From an optimization exercise on the open Yosys and OpenROAD flow, aimed at small area; shortcuts taken in it are not production practice. Where RTL was checked, it was by simulation tests only, not by an equivalence proof against the original. No activity file was given, so power comes from the tool's default toggle rates. The clock port is modelled as an ideal driver; clocking choices that lean on that would not hold on a real chip.

==> flow/design.v (excerpt) <==
module Multiplierless_Correlator #(parameter FBIT = 7) (
	input clk, rst,
	input ena,
	input [15:0] CR_in,
	output reg [4+FBIT:0] CR_out
);
For scale: about 2900 cells after synthesis, ~1100 flip-flops, roughly 31 I/O pins, roughly 41000 um^2 of cells after synthesis.
Settings: LEC_CHECK=0, CAP_MARGIN=20, CORE_MARGIN=2, CORE_UTILIZATION=40, CTS_BUF_LIST=sky130_fd_sc_hd__clkbuf_16, CTS_CLUSTER_DIAMETER=60, CTS_CLUSTER_SIZE=30, SLEW_MARGIN=20, SYNTH_HIERARCHICAL=1; clock period 10.0 ns.
run.sh (not shown) runs the stock make flow with config.mk's settings and CLKGATE_MAP_FILE= SYNTH_SCRIPT=/design/flow/synth_recipe.tcl, a recipe that flattens the netlist after the stock synthesis.
The first run went through all stages and came out clean.
Next try:
Settings changed: CTS_BUF_LIST sky130_fd_sc_hd__clkbuf_16 to default, CTS_CLUSTER_DIAMETER 60 to default, CTS_CLUSTER_SIZE 30 to default.
After rerunning: Setup slack gains 0.052 ns; area after synthesis does not change; maximum frequency rose slightly; final cell count goes up slightly; register-to-register slack improved by 0.05 ns.
Next try:
Settings changed: CTS_BUF_LIST from default to sky130_fd_sc_hd__clkbuf_16, CTS_CLUSTER_DIAMETER from default to 100, CTS_CLUSTER_SIZE from default to 25.
What happened: The new run finished clean; fmax stays flat; power decreases by 22%; count of clock-buffer cells in the layout fell by 110; non-clock buffer count stays the same; final area drops by 5.4%; synthesized cell count stays the same; register-to-register slack hardly moves; die area does not change; cell count drops by 3.4%.
Next try:
Settings changed: CTS_BUF_LIST sky130_fd_sc_hd__clkbuf_16 to sky130_fd_sc_hd__clkbuf_4, CTS_CLUSTER_DIAMETER 100 to default, CTS_CLUSTER_SIZE 25 to 20.
After rerunning: Cell count rises by 10%. Die area does not change. Design area rises by 4.8%. Flip-flop and latch count stays the same. Hold slack is worse by 0.087 ns. Non-clock buffer count does not change. First-iteration DRC count falls by 1.1%. Clock skew rises by 0.058 ns.
Next try:
Settings changed: CTS_BUF_LIST sky130_fd_sc_hd__clkbuf_4 to sky130_fd_sc_hd__clkbuf_2 sky130_fd_sc_hd__clkbuf_4, CTS_CLUSTER_SIZE 20 to 30.
Die area stays the same.
Via count stays flat.
Worst setup slack stays flat.
Global-route usage stays the same.

== job 105 ==
Another version of the RTL of Multiplierless_Correlator (not shown whole).
Size: about 1100 flip-flops, about 31 I/O pins, roughly 44000 µm² of cells after synthesis.
clock: 10.0 ns
lec_check: 0
cap_margin: 20
core_margin: 2
core_utilization: 40
cts_buf_list: sky130_fd_sc_hd__clkbuf_16
cts_cluster_diameter: 120
cts_cluster_size: 32
slew_margin: 20
synth_hierarchical: 1
Every stage of the flow completed for job 105, and the final layout passed the timing, DRC and antenna checks.
Edits applied to the flow inputs when going from job 105 to job 102:
- changing CTS_CLUSTER_DIAMETER from 120 to 100
- changing CTS_CLUSTER_SIZE from 32 to 28
### Flow results
Result for job 105 and job 102: all clean. Via count sits higher in job 102 than in job 105. Job 102 falls short of job 105 in cell internal power dissipation. | share of the clock period used by the worst path | job 102 vs job 105 | ≈ equal |. On detailed-route wire length, job 105 beats job 102. Job 105 and job 102 ended up with nearly the same global-route usage. The upper clock frequency limit of job 105 and that of job 102 are within noise of each other.
No functional check of the RTL was part of any run of this note.

Setup of run A:
Another version of the RTL of Multiplierless_Correlator (not shown whole).
For scale: ~1,100 flip-flops, about 31 I/O pins, ~0.042 mm² of cells after synthesis.
clock: 10.0 ns
lec_check: 0
cap_margin: 20
core_margin: 2
core_utilization: 70
cts_buf_list: sky130_fd_sc_hd__clkbuf_16
cts_cluster_diameter: 80
cts_cluster_size: 32
slew_margin: 20
synth_hierarchical: 1
Input-level comparison between run B and run A:
Settings: a change of SLEW_MARGIN from 20 to 0; a change of CAP_MARGIN from 20 to 0; a change of CTS_CLUSTER_DIAMETER from 80 to 110; a change of CTS_CLUSTER_SIZE from 32 to 30; a change of CORE_UTILIZATION from 70 to 60.
==> flow/flow/run.sh (new file) <==
#!/bin/bash
# The standard layout (standard.sh), with the smallest buffer on the ports and
# clock tree settings: clkbuf_16 leaves, clkbuf_8 root, no dummy loads.
set -euo pipefail
bash standard.sh "BUFFER_PORTS_ARGS=-buffer_cell sky130_fd_sc_hd__buf_1" \
  "CTS_ARGS=-sink_clustering_enable -repair_clock_nets -sink_clustering_size 30 -sink_clustering_max_diameter 110 -buf_list sky130_fd_sc_hd__clkbuf_16 -root_buf sky130_fd_sc_hd__clkbuf_8 -dont_use_dummy_load" \
  finish > standard_flow.log 2>&1
==> flow/standard.sh (new file) <==
#!/bin/bash
# synth_recipe.tcl (not shown) runs the flow's synth.tcl, then flattens the netlist and writes it again
# the make line also repeats each setting of config.mk as NAME=value (left out here)
make -C /OpenROAD-flow-scripts/flow DESIGN_CONFIG=/design/flow/config.mk WORK_HOME=/design/flow/orfs CLKGATE_MAP_FILE= SYNTH_SCRIPT=/design/flow/synth_recipe.tcl "${@:-finish}"
removed: flow/run.sh
Notes after the runs:
Run B | status: complete | timing, DRC, antenna: pass
From run A to run B the numbers moved as follows: wire length up about 1.9%; growth of design area from synthesis to finish has decreased; proportion of total power due to net switching about even.
#### Input delta (run C over run B)
Settings: CAP_MARGIN: 0 -> 20; CTS_CLUSTER_DIAMETER: 110 -> 100; SLEW_MARGIN: 0 -> 20; CORE_UTILIZATION: 60 -> 40; CTS_CLUSTER_SIZE: 30 -> 28.
==> flow/run.sh (new file) <==
#!/bin/bash
# synth_recipe.tcl (not shown) runs the flow's synth.tcl, then flattens the netlist and writes it again
# the make line also repeats each setting of config.mk as NAME=value (left out here)
make -C /OpenROAD-flow-scripts/flow DESIGN_CONFIG=/design/flow/config.mk WORK_HOME=/design/flow/orfs CLKGATE_MAP_FILE= SYNTH_SCRIPT=/design/flow/synth_recipe.tcl finish
removed: flow/flow/run.sh
removed: flow/standard.sh
==> results.txt <==
Global routing usage summed across all routing layers is lower on run C
Summary of run C over run B: number of inserted filler cells in the final layout rose 73%, area added between synthesis and finish now sits higher, placement row count moved up, antenna diode count fell by 1.
Cell area in run C vs run B: up 960 µm²
The worst slew slack as a fraction of its limit of run C was inferior to that of run B.
Compared with run B, run C shows HPWL after detailed placement that has gone down by a few percent.
The run showing the smaller post-layout minimum cycle time is run B.
For run D, these inputs were changed with respect to run C:
Settings: CTS_CLUSTER_DIAMETER now 110, was 100; CAP_MARGIN now 0, was 20; CORE_UTILIZATION now 60, was 40; CTS_CLUSTER_SIZE now 30, was 28; SLEW_MARGIN now 0, was 20.
==> flow/flow/run.sh (new file) <==
#!/bin/bash
# The standard layout (standard.sh), with the smallest buffer on the ports.
set -euo pipefail
bash standard.sh "BUFFER_PORTS_ARGS=-buffer_cell sky130_fd_sc_hd__buf_1" finish > standard_flow.log 2>&1
==> flow/standard.sh (new file) <==
#!/bin/bash
# synth_recipe.tcl (not shown) runs the flow's synth.tcl, then flattens the netlist and writes it again
# the make line also repeats each setting of config.mk as NAME=value (left out here)
make -C /OpenROAD-flow-scripts/flow DESIGN_CONFIG=/design/flow/config.mk WORK_HOME=/design/flow/orfs CLKGATE_MAP_FILE= SYNTH_SCRIPT=/design/flow/synth_recipe.tcl "${@:-finish}"
removed: flow/run.sh
## What came out
Summary of the comparison: final routed wirelength across all metal layers is higher in run D, relative to run C.
Looking only at design area, and setting everything else aside, the higher value of run D and run C goes to run C.
Taking run C as the reference, in run D global routing usage summed across all routing layers grew by 6.8 points, reported clock group power shrank by about 5%.
Number of standard cells in the final layout excluding fillers: run D < run C
In run D relative to run C, global-route wire length before repair had gone up slightly.
On detailed route wirelength on metal2: between run D and run C, it ends up higher for run C.
[compare] base=run C new=run D: switching power of the nets dropped 0.000027 W, part of the total power dissipated in the clock network dropped 1.0 points, number of buffers added by the clock tree synthesis step dropped 4.

Multiplierless_Correlator again, from the RTL that the note above started with.
==> flow/design.v (excerpt) <==
module Multiplierless_Correlator #(parameter FBIT = 7) (
	input clk, rst,
	input ena,
	input [15:0] CR_in,
	output reg [4+FBIT:0] CR_out
);
reg [7:0] iCR_in;
reg iena;
always @(posedge clk) begin
	iCR_in <= CR_in[15:8];
	iena <= ena & ~rst;
end
wire ld = iena & ~rst;
wire hd = ~iena & ~rst;
reg [7:0] x1, x2, x3, x4, x5, x6, x7, x8, x9, x10, x11, x12, x13, x14, x15, x16, x17, x18, x19, x20, x21, x22, x23, x24, x25, x26, x27, x28, x29, x30, x31, x32, x33, x34, x35, x36, x37, x38, x39, x40, x41, x42, x43, x44, x45, x46, x47, x48, x49, x50, x51, x52, x53, x54, x55, x56, x57, x58, x59, x60, x61, x62, x63, x64;
always @(posedge clk) begin
	x1 <= x1_d;
	x2 <= x2_d;
	x3 <= x3_d;
	x4 <= x4_d;
	x5 <= x5_d;
	x6 <= x6_d;
	x7 <= x7_d;
	x8 <= x8_d;
	x9 <= x9_d;
	x10 <= x10_d;
	x11 <= x11_d;
	x12 <= x12_d;
	x13 <= x13_d;
	x14 <= x14_d;
	x15 <= x15_d;
	x16 <= x16_d;
	x17 <= x17_d;
	x18 <= x18_d;
	x19 <= x19_d;
	x20 <= x20_d;
	x21 <= x21_d;
	x22 <= x22_d;
	x23 <= x23_d;
	x24 <= x24_d;
	x25 <= x25_d;
	x26 <= x26_d;
	x27 <= x27_d;
	x28 <= x28_d;
	x29 <= x29_d;
	x30 <= x30_d;
	x31 <= x31_d;
	x32 <= x32_d;
	x33 <= x33_d;
	x34 <= x34_d;
	x35 <= x35_d;
	x36 <= x36_d;
	x37 <= x37_d;
	x38 <= x38_d;
	x39 <= x39_d;
	x40 <= x40_d;
	x41 <= x41_d;
	x42 <= x42_d;
	x43 <= x43_d;
	x44 <= x44_d;
	x45 <= x45_d;
	x46 <= x46_d;
	x47 <= x47_d;
	x48 <= x48_d;
	x49 <= x49_d;
	x50 <= x50_d;
	x51 <= x51_d;
	x52 <= x52_d;
	x53 <= x53_d;
	x54 <= x54_d;
	x55 <= x55_d;
	x56 <= x56_d;
	x57 <= x57_d;
	x58 <= x58_d;
	x59 <= x59_d;
	x60 <= x60_d;
	x61 <= x61_d;
	x62 <= x62_d;
	x63 <= x63_d;
	x64 <= x64_d;
end
wire [8:0] fn;
wire [8:0] fc;
assign fn[0] = iCR_in[0] ^ x64[0];
assign fc[1] = iCR_in[0] & x64[0];
genvar fi;
generate for (fi = 1; fi < 8; fi = fi + 1) begin: frca
	ML_fa u_fa (.a(iCR_in[fi]), .b(x64[fi]), .c(fc[fi]), .s(fn[fi]), .co(fc[fi+1]));
end endgenerate
assign fn[8] = fc[8];
reg [8:0] f1;
reg [8:0] f2;
reg [8:0] f3;
reg [8:0] f4;
reg [8:0] f5;
reg [8:0] f6;
reg [8:0] f7;
reg [8:0] f8;
reg [8:0] f9;
reg [8:0] f10;
reg [8:0] f11;
reg [8:0] f12;
reg [8:0] f13;
reg [8:0] f14;
reg [8:0] f15;
reg [8:0] f16;
reg [8:0] f17;
reg [8:0] f18;
reg [8:0] f19;
reg [8:0] f20;
reg [8:0] f21;
reg [8:0] f22;
reg [8:0] f23;
reg [8:0] f24;
reg [8:0] f25;
reg [8:0] f26;
reg [8:0] f27;
  ...
clock: 10.0 ns
lec_check: 0
cap_margin: 0
core_margin: 2
core_utilization: 60
cts_buf_list: sky130_fd_sc_hd__clkbuf_16
cts_cluster_diameter: 100
cts_cluster_size: 28
place_density: 0.8
slew_margin: 0
synth_hierarchical: 1
Stock flow here: none of the scripts above is used.
The baseline completed with no timing, DRC or antenna violations.
Next try:
CAP_MARGIN = 20   (was 0)
PLACE_DENSITY = unset   (was 0.8)
SLEW_MARGIN = 20   (was 0)
- power stays flat
- core utilization stays flat
- non-clock buffer count fell by 1
- design area stays flat
- via count fell by 1.7%
- hold slack improves by 0.013 ns
Next try:
CAP_MARGIN = 0   (was 20)
CTS_CLUSTER_DIAMETER = 110   (was 100)
CTS_CLUSTER_SIZE = 30   (was 28)
SLEW_MARGIN = 0   (was 20)
=>
- area after synthesis stays the same
- maximum frequency hardly moves
- global-route usage is about the same
- utilization barely changes
- hold slack stays flat
- sequential share of layout area barely changes
- clock skew rose by 0.0032 ns
- cell area is about the same
- via count barely changes

## static timing again, ports no longer ideal
How much do the figures lean on ideal ports? The routed layouts below were timed once more, with nothing changed but the port constraints.
Step 1: set_driving_cell puts a clkbuf_16 on clk and a buf_2 on each other input, an assumption about the parent block.
Step 2 adds t to the input delays and takes it off the output delays; t is the mean of the earliest and latest rising clock arrival at the registers after step 1. Input paths then give back, and output paths get back, about the clock's delay inside the block.
a / b / c = ideal / step 1 / step 2; a / b = the first two.
| run | t (ns) | setup WS [ns] | hold WS [ns] | worst register clock-pin slew, ns | worst data-port slew with drivers (ns) |
|---|---|---|---|---|---|
| the first run of note 1 | 0.704 | 1.571 / 1.571 / 1.571 | 0.454 / 0.454 / 0.454 | 0.10 / 0.10 | 0.03 |
| the second run of note 1 | 0.737 | 1.624 / 1.624 / 1.624 | 0.418 / 0.418 / 0.418 | 0.06 / 0.06 | 0.03 |
| the third run of note 1 | 0.698 | 1.609 / 1.609 / 1.609 | 0.471 / 0.471 / 0.471 | 0.10 / 0.10 | 0.03 |
| the fourth run of note 1 | 1.121 | 1.667 / 1.667 / 1.667 | 0.383 / 0.383 / 0.383 | 0.08 / 0.08 | 0.03 |
| the fifth run of note 1 | 1.124 | 1.667 / 1.667 / 1.667 | 0.372 / 0.372 / 0.372 | 0.07 / 0.07 | 0.03 |
| job 105 | 0.718 | 1.434 / 1.434 / 1.434 | 0.487 / 0.487 / 0.487 | 0.12 / 0.12 | 0.05 |
| job 102 | 0.714 | 1.441 / 1.442 / 1.442 | 0.473 / 0.473 / 0.473 | 0.11 / 0.11 | 0.05 |
| run A | 0.673 | 1.489 / 1.489 / 1.489 | 0.480 / 0.480 / 0.480 | 0.11 / 0.11 | 0.04 |
| run B | 0.778 | 1.527 / 1.527 / 1.527 | 0.426 / 0.426 / 0.426 | 0.12 / 0.12 | 0.08 |
| run C | 0.679 | 1.504 / 1.504 / 1.504 | 0.462 / 0.462 / 0.462 | 0.12 / 0.12 | 0.04 |
| run D | 0.688 | 1.555 / 1.555 / 1.555 | 0.480 / 0.480 / 0.480 | 0.12 / 0.12 | 0.08 |
| the first run of note 4 | 0.675 | 1.499 / 1.499 / 1.499 | 0.467 / 0.467 / 0.467 | 0.11 / 0.11 | 0.04 |
| the second run of note 4 | 0.679 | 1.520 / 1.520 / 1.520 | 0.480 / 0.480 / 0.480 | 0.11 / 0.11 | 0.05 |
| the third run of note 4 | 0.672 | 1.530 / 1.530 / 1.530 | 0.481 / 0.481 / 0.481 | 0.12 / 0.12 | 0.05 |
After both steps setup and hold are still met in every run listed.
